This design comes from an exercise in tuning for small area, a short achievable clock period and few clock cycles per item on the open sky130 flow, not from production work. At most, simulation tests tie the RTL to the original design; equivalence was not proved. Power is estimated from default activity; no workload was simulated.

## main
==> flow/design.v (excerpt) <==
module itch_decoder_top (
    input  logic          clk,
    input  logic          rst_n,
    input  logic [511:0]  s_axis_tdata,
    input  logic [7:0]    s_axis_tkeep,
    input  logic          s_axis_tlast,
    input  logic [95:0]   s_axis_tuser,
    input  logic          s_axis_tvalid,
    output logic          s_axis_tready,
    output logic [63:0]   dec_ingress_ts,
    output logic [63:0]   dec_decode_ts,
    output logic [31:0]   dec_seq_num,
    output logic [7:0]    dec_msg_type,
    output logic [63:0]   dec_symbol_key,
    output logic [9:0]    dec_symbol_idx,
    output logic          dec_symbol_valid,
    output logic          dec_side,
    output logic [31:0]   dec_price,
    output logic [31:0]   dec_qty,
    output logic [63:0]   dec_order_id,
    output logic          dec_is_book_update,
    output logic          dec_stale,
    output logic [3:0]    dec_error_flags,
    output logic          decoded_valid,
    input  logic          decoded_ready,
    output logic [63:0]   sym_lookup_key,
    output logic          sym_lookup_valid,
    input  logic [9:0]    sym_lookup_idx,
    input  logic          sym_lookup_hit,
    input  logic          sym_lookup_ready,
    output logic [31:0]   stat_add_orders,
    output logic [31:0]   stat_executes,
    output logic [31:0]   stat_cancels,
    output logic [31:0]   stat_deletes,
    output logic [31:0]   stat_replaces,
    output logic [31:0]   stat_trades,
    output logic [31:0]   stat_unknown
);
Size: about 1900 cells after synthesis, roughly 540 flip-flops, about 1300 I/O pins.
export LEC_CHECK = 0
export CAP_MARGIN = 20
export CORE_AREA = 5 5 221 221
export CTS_CLUSTER_DIAMETER = 90
export CTS_CLUSTER_SIZE = 27
export DIE_AREA = 0 0 226 226
export PLACE_DENSITY = 0.68
export SETUP_SLACK_MARGIN = 1.3
export SLEW_MARGIN = 20
create_clock -name core_clock -period 3.3 [get_ports {clk}]
standard.sh (not shown) runs the stock make flow with config.mk's settings and CLKGATE_MAP_FILE= SYNTH_SCRIPT=/design/flow/synth_recipe.tcl, a recipe that flattens the netlist after the stock synthesis.
==> flow/flow/run.sh <==
#!/bin/bash
# Own layout flow: the standard flow (standard.sh) with these changes:
#  - port buffers are buf_1 cells instead of the delay buffer buffer_ports picks by default
#    (every port still gets its own buffer);
#  - pins may sit one routing track apart, so the die can be much smaller than the pin count
#    would otherwise allow; the clock pin is placed alone mid-left (pins_pre.tcl).
# Each ORFS step logs to orfs/logs/...; standard.sh's own output goes to standard.log.
set -euo pipefail
here=$(pwd)
half=$(awk '/^export DIE_AREA/ {print ($5 + $7) / 2}' config.mk)
export BUFFER_PORTS_ARGS="-buffer_cell sky130_fd_sc_hd__buf_1"
export PLACE_PINS_ARGS="-min_distance 1 -min_distance_in_tracks -corner_avoidance 15 -exclude left:$(( ${half%.*} - 8 ))-$(( ${half%.*} + 8 ))"
export PRE_IO_PLACEMENT_TCL="$here/flow/pins_pre.tcl"
echo "PLACE_PINS_ARGS=$PLACE_PINS_ARGS" > run.log
bash standard.sh > standard.log 2>&1
==> flow/flow/pins_pre.tcl <==
# Put the clock pin alone in the middle of the left edge; place_pins keeps the
# stretch around it free (see PLACE_PINS_ARGS in run.sh), so no other pin sits
# one track from it.
set die [ord::get_die_area]
set ymid [expr {([lindex $die 1] + [lindex $die 3]) / 2.0}]
place_pin -pin_name clk -layer met3 -location [list 0.4 $ymid] -force_to_die_boundary
No stage failed in main, and the final checks on the layout all came back clean.
Testbench counts of main, summed over its fixed seeds: cycles 17,920, items 16,000.
--- input diff main..the feature branch ---
diff --git a/flow/config.mk b/flow/config.mk
--- a/flow/config.mk
+++ b/flow/config.mk
@@ -13 +13 @@
-export PLACE_DENSITY = 0.68
+export PLACE_DENSITY = 0.76
### Flow results
The feature branch completed end to end with timing, DRC and antenna clean. Number of global-route vias before repair went up slightly going from main to the feature branch. Compared to main, the feature branch has worst slack on hold paths 61 ps higher. main has a lower minimum clock period than the feature branch. The count of buffers not belonging to the clock network in the layout on main is in line with that on the feature branch. Relative to main, the routed length on met1 of the feature branch is higher by about 5%. The feature branch ended up with input pin to flop as its class of the most critical hold timing path; main ended up with input pin to async pin. Wire: the feature branch routes more than main.

---

== MS ==
itch_decoder_top, a different RTL version from the one above (not shown whole).
Size: roughly 1700 cells after synthesis.
Settings: LEC_CHECK=0, CAP_MARGIN=20, CORE_AREA=5 5 235 235, CTS_CLUSTER_DIAMETER=80, CTS_CLUSTER_SIZE=24, DIE_AREA=0 0 240 240, SETUP_SLACK_MARGIN=1.2, SLEW_MARGIN=20; clock period 3.3 ns.
Scripts as last shown in full above: flow/flow/run.sh, flow/flow/pins_pre.tcl
MS went all the way through synthesis, placement and routing and the layout is clean on timing, DRC and antenna.
Testbench counts of MS, summed over its fixed seeds: cycles 17,920, items 16,000.
### MS -> JK
Settings: swapping 1.2 for 1.5 in SETUP_SLACK_MARGIN.
## What came out
The share of the cycle needed by the critical path after routing in JK was lower than what MS gave. On maximum frequency, JK does better than MS. [JK] arrival time of data at the critical path endpoint fell 0.02 ns relative to MS. MS has a higher fill cell instance count of the final layout than JK. Met3 track demand over resource in global routing (lower): JK. Going from MS to JK, the detailed-route wire length on metal 1 was found to have gone up by 1.2 mm. Total power: JK above MS. Share of total power in combinational logic | JK above MS. Between MS and JK, the number of H-tree branching levels is higher for JK. Delta (JK minus MS): share of total power in sequential cells -2.0 points; part of the power in the clock network rose 1.7 points.

---

RTL: one of the versions met above, not the one the previous note started from.
Size: ~1900 cells after synthesis, ~540 flip-flops, ~24000 um^2 of cells after synthesis.
==> flow/config.mk <==
export PLATFORM = sky130hd
export DESIGN_NAME = itch_decoder_top
export DESIGN_NICKNAME = itch_decoder_top
export VERILOG_FILES = /design/flow/design.v
export SDC_FILE = /design/flow/constraint.sdc
export NUM_CORES = 4
export LEC_CHECK = 0
export CAP_MARGIN = 20
export CORE_AREA = 5 5 221 221
export CTS_CLUSTER_DIAMETER = 60
export CTS_CLUSTER_SIZE = 27
export DIE_AREA = 0 0 226 226
export SETUP_SLACK_MARGIN = 1.3
export SLEW_MARGIN = 20
==> flow/constraint.sdc <==
create_clock -name core_clock -period 3.3 [get_ports {clk}]
set_input_delay 0.6600 -clock core_clock [delete_from_list [all_inputs] [get_ports {clk}]]
set_output_delay 0.6600 -clock core_clock [all_outputs]
set_load 0.01 [all_outputs]
Scripts as last shown in full above: flow/flow/run.sh, flow/flow/pins_pre.tcl
The baseline went through all stages and came out clean.
Testbench counts at the start, summed over its fixed seeds: cycles 17,920, items 16,000.
Next try:
--- a/flow/config.mk
+++ b/flow/config.mk
@@ -9,2 +9,2 @@
-export CORE_AREA = 5 5 221 221
-export CTS_CLUSTER_DIAMETER = 60
+export CORE_AREA = 5 5 227 227
+export CTS_CLUSTER_DIAMETER = 90
@@ -12 +12 @@
-export DIE_AREA = 0 0 226 226
+export DIE_AREA = 0 0 232 232
Core utilization is lower by 3.8 points.
Wire length is lower by 3.2%.
Final cell count is higher by 0.89%.
Total power is lower by 7.6%.

---

RTL: one of the versions met above, not the one the previous note started from.
Size in the first run: ~1700 cells after synthesis, ~540 flip-flops, roughly 1300 I/O pins.
==> flow/config.mk <==
export PLATFORM = sky130hd
export DESIGN_NAME = itch_decoder_top
export DESIGN_NICKNAME = itch_decoder_top
export VERILOG_FILES = /design/flow/design.v
export SDC_FILE = /design/flow/constraint.sdc
export NUM_CORES = 4
export LEC_CHECK = 0
export CAP_MARGIN = 20
export CORE_AREA = 5 5 221 221
export CTS_CLUSTER_DIAMETER = 80
export CTS_CLUSTER_SIZE = 24
export DIE_AREA = 0 0 226 226
export PLACE_DENSITY = 0.7
export SETUP_SLACK_MARGIN = 1.1
export SLEW_MARGIN = 20
==> flow/constraint.sdc <==
create_clock -name core_clock -period 3.3 [get_ports {clk}]
set_input_delay 0.6600 -clock core_clock [delete_from_list [all_inputs] [get_ports {clk}]]
set_output_delay 0.6600 -clock core_clock [all_outputs]
set_load 0.01 [all_outputs]
Scripts as last shown in full above: flow/flow/run.sh, flow/flow/pins_pre.tcl
Testbench counts at the start, summed over its fixed seeds: cycles 17,920, items 16,000.
Change:
CORE_AREA = 5 5 235 235   (was 5 5 221 221)
DIE_AREA = 0 0 240 240   (was 0 0 226 226)
PLACE_DENSITY = not set   (was 0.7)
SETUP_SLACK_MARGIN = 1.0   (was 1.1)
Result: The new run ran to the end with no violations; count of clock-buffer cells in the layout grows by 9; flip-flop and latch count does not change; global-route usage came out lower by 6.7 points; first-iteration DRC count goes down by about 20%; setup slack is about the same.
Change:
CORE_AREA = 5 5 221 221   (was 5 5 235 235)
CTS_CLUSTER_DIAMETER = 90   (was 80)
CTS_CLUSTER_SIZE = 27   (was 24)
DIE_AREA = 0 0 226 226   (was 0 0 240 240)
SETUP_SLACK_MARGIN = 1.2   (was 1.0)
The changed run finished clean; routed wire length is higher by roughly a tenth; total power is lower by roughly a tenth; final area falls slightly; clock-buffer cell count drops by 12; critical path depth stays the same; die area drops by roughly a tenth; worst setup slack improves by 0.033 ns; utilization climbs by 6.6 points; via count increases by a few percent.
Change:
CTS_CLUSTER_DIAMETER = 80   (was 90)
CTS_CLUSTER_SIZE = 24   (was 27)
First-iteration DRC count went down by 4.2%. Final cell count increases by 0.47%. Total power came out higher by 11%.
Change:
--- a/flow/flow/run.sh
+++ b/flow/flow/run.sh
@@ -10,5 +10,5 @@
 half=$(awk '/^export DIE_AREA/ {print ($5 + $7) / 2}' config.mk)
 export BUFFER_PORTS_ARGS="-buffer_cell sky130_fd_sc_hd__buf_1"
-export PLACE_PINS_ARGS="-min_distance 1 -min_distance_in_tracks -corner_avoidance 15 -exclude left:$(( ${half%.*} - 8 ))-$(( ${half%.*} + 8 ))"
+export PLACE_PINS_ARGS="-min_distance 1 -min_distance_in_tracks -corner_avoidance 10 -exclude left:$(( ${half%.*} - 8 ))-$(( ${half%.*} + 8 ))"
 export PRE_IO_PLACEMENT_TCL="$here/flow/pins_pre.tcl"
 echo "PLACE_PINS_ARGS=$PLACE_PINS_ARGS" > run.log
CORE_AREA = 5 5 209 209   (was 5 5 221 221)
DIE_AREA = 0 0 214 214   (was 0 0 226 226)
Worst hold slack got worse by 0.16 ns.
Critical path depth stays the same.
Design area went down by 0.39%.
Sequential power stays flat.
Clock power went down by 13%.
Setup slack got worse by 0.063 ns.
First-iteration DRC count went up by 18%.
Clock-buffer cell count went up by 2.
Maximum frequency went down by 2.8%.
Cell count went down by 1.8%.
Power went down by 5.0%.
Change:
--- a/flow/flow/run.sh
+++ b/flow/flow/run.sh
@@ -10,5 +10,5 @@
 half=$(awk '/^export DIE_AREA/ {print ($5 + $7) / 2}' config.mk)
 export BUFFER_PORTS_ARGS="-buffer_cell sky130_fd_sc_hd__buf_1"
-export PLACE_PINS_ARGS="-min_distance 1 -min_distance_in_tracks -corner_avoidance 10 -exclude left:$(( ${half%.*} - 8 ))-$(( ${half%.*} + 8 ))"
+export PLACE_PINS_ARGS="-min_distance 1 -min_distance_in_tracks -corner_avoidance 15 -exclude left:$(( ${half%.*} - 8 ))-$(( ${half%.*} + 8 ))"
 export PRE_IO_PLACEMENT_TCL="$here/flow/pins_pre.tcl"
 echo "PLACE_PINS_ARGS=$PLACE_PINS_ARGS" > run.log
CORE_AREA = 5 5 215 215   (was 5 5 209 209)
CTS_CLUSTER_DIAMETER = 90   (was 80)
CTS_CLUSTER_SIZE = 27   (was 24)
DIE_AREA = 0 0 220 220   (was 0 0 214 214)
Power went down by 3.7%.
Global-route usage went down by 0.90 points.
Wire length went up by 3.8%.
Hold slack improved by 0.15 ns.
Via count went down by 0.58%.
Synthesized area is unchanged.
First-iteration DRC count barely changes.
Final area went down by 0.79%.
Worst setup slack improved by 0.0083 ns.
Utilization went down by 5.2 points.

---

itch_decoder_top, a different RTL version from the one above (not shown whole).
Size in the first run: roughly 1700 cells after synthesis, about 520 flip-flops.
make LEC_CHECK=0 CAP_MARGIN=20 CORE_MARGIN=2 CORE_UTILIZATION=60 SETUP_SLACK_MARGIN=1.0 SLEW_MARGIN=20 finish   # period 3.3 ns
run.sh (not shown) runs the stock make flow with config.mk's settings and CLKGATE_MAP_FILE= SYNTH_SCRIPT=/design/flow/synth_recipe.tcl, a recipe that flattens the netlist after the stock synthesis.
Stock flow here: none of the scripts above is used.
The first run aborted during I/O pin placement.
Then changed:
Settings changed: CORE_UTILIZATION 60 to 45, SETUP_SLACK_MARGIN 1.0 to unset.
What happened: The new run ended with an error in I/O pin placement; area after synthesis stays the same; synthesized cell count does not change.
Function was not checked in any run of this note: the RTL went through the layout flow alone.

---

itch_decoder_top, a different RTL version from the one above (not shown whole).
For scale: about 1300 I/O pins, roughly 24000 um^2 of cells after synthesis.
Settings: LEC_CHECK=0, CAP_MARGIN=20, CORE_AREA=5 5 221 221, CTS_CLUSTER_DIAMETER=90, CTS_CLUSTER_SIZE=27, DIE_AREA=0 0 226 226, SETUP_SLACK_MARGIN=1.2, SLEW_MARGIN=20; clock period 3.3 ns.
standard.sh (not shown) runs the stock make flow with config.mk's settings and CLKGATE_MAP_FILE= SYNTH_SCRIPT=/design/flow/synth_recipe.tcl, a recipe that flattens the netlist after the stock synthesis.
==> flow/flow/run.sh <==
#!/bin/bash
# Own layout flow: the standard flow (standard.sh) with these changes:
#  - port buffers are buf_1 cells instead of the delay buffer buffer_ports picks by default
#    (every port still gets its own buffer);
#  - pins may sit one routing track apart, so the die can be much smaller than the pin count
#    would otherwise allow; the clock pin is placed alone mid-left (pins_pre.tcl).
# Each ORFS step logs to orfs/logs/...; standard.sh's own output goes to standard.log.
set -euo pipefail
here=$(pwd)
half=$(awk '/^export DIE_AREA/ {print ($5 + $7) / 2}' config.mk)
export BUFFER_PORTS_ARGS="-buffer_cell sky130_fd_sc_hd__buf_1"
export PLACE_PINS_ARGS="-min_distance 1 -min_distance_in_tracks -corner_avoidance 15 -exclude left:$(( ${half%.*} - 8 ))-$(( ${half%.*} + 8 ))"
export PRE_IO_PLACEMENT_TCL="$here/flow/pins_pre.tcl"
echo "PLACE_PINS_ARGS=$PLACE_PINS_ARGS" > run.log
bash standard.sh > standard.log 2>&1
Scripts as last shown in full above: flow/flow/pins_pre.tcl
The first run went through all stages and came out clean.
Testbench counts at the start, summed over its fixed seeds: cycles 17,920, items 16,000.
Edit:
--- a/flow/config.mk
+++ b/flow/config.mk
@@ -12,3 +12,3 @@
 export DIE_AREA = 0 0 226 226
-export SETUP_SLACK_MARGIN = 1.2
+export SETUP_SLACK_MARGIN = 1.3
 export SLEW_MARGIN = 20
The new run went through all stages and came out clean.
Total power rose by about 0.6%.
Hold slack got worse by 0.020 ns.
Fmax climbs by about 1.3%.
Global-route usage came out lower by 0.72 points.
Design area rose by 0.99%.

[port drivers added, routing unchanged]
The flow's constraints put no driver on any port. The routed layouts listed below were extracted and timed again, unchanged, in two steps. Step 1: set_driving_cell puts a clkbuf_16 on clk and a buf_2 on each other input, an assumption about the parent block. Step 2, shift: input delay + t, output delay - t, t = (earliest + latest rising clock arrival at the registers) / 2. This alone moves slack from input paths to output paths. a / b / c = ideal ports / drivers / drivers and shift; a / b = the first two.
run | t (ns) | setup WS [ns] | worst register clock-pin slew, ns
main | 0.635 | 1.245 / 1.202 / 0.585 | 0.11 / 0.11
the feature branch | 0.647 | 1.240 / 1.193 / 0.791 | 0.12 / 0.12
MS | 0.659 | 1.021 / 0.978 / 0.568 | 0.10 / 0.10
JK | 0.617 | 1.041 / 0.999 / 0.508 | 0.10 / 0.10
the first run of note 3 | 0.629 | 1.184 / 1.139 / 0.749 | 0.09 / 0.09
the second run of note 3 | 0.648 | 1.196 / 1.150 / 0.688 | 0.12 / 0.12
the first run of note 4 | 0.649 | 1.028 / 0.981 / 0.362 | 0.10 / 0.10
the second run of note 4 | 0.613 | 1.028 / 0.986 / 0.454 | 0.09 / 0.09
the third run of note 4 | 0.627 | 1.062 / 1.018 / 0.593 | 0.11 / 0.11
the fourth run of note 4 | 0.602 | 1.088 / 1.045 / 0.588 | 0.10 / 0.10
the fifth run of note 4 | 0.652 | 1.025 / 0.983 / 0.602 | 0.11 / 0.11
the sixth run of note 4 | 0.634 | 1.033 / 0.989 / 0.585 | 0.11 / 0.11
the first run of note 6 | 0.641 | 1.145 / 1.098 / 0.703 | 0.11 / 0.11
the second run of note 6 | 0.629 | 1.172 / 1.130 / 0.707 | 0.11 / 0.11
After both steps every run listed still meets setup and hold. The setup slack of the first run of note 4, which loses most, moves by -0.047 ns with the drivers and by -0.666 ns with both steps.
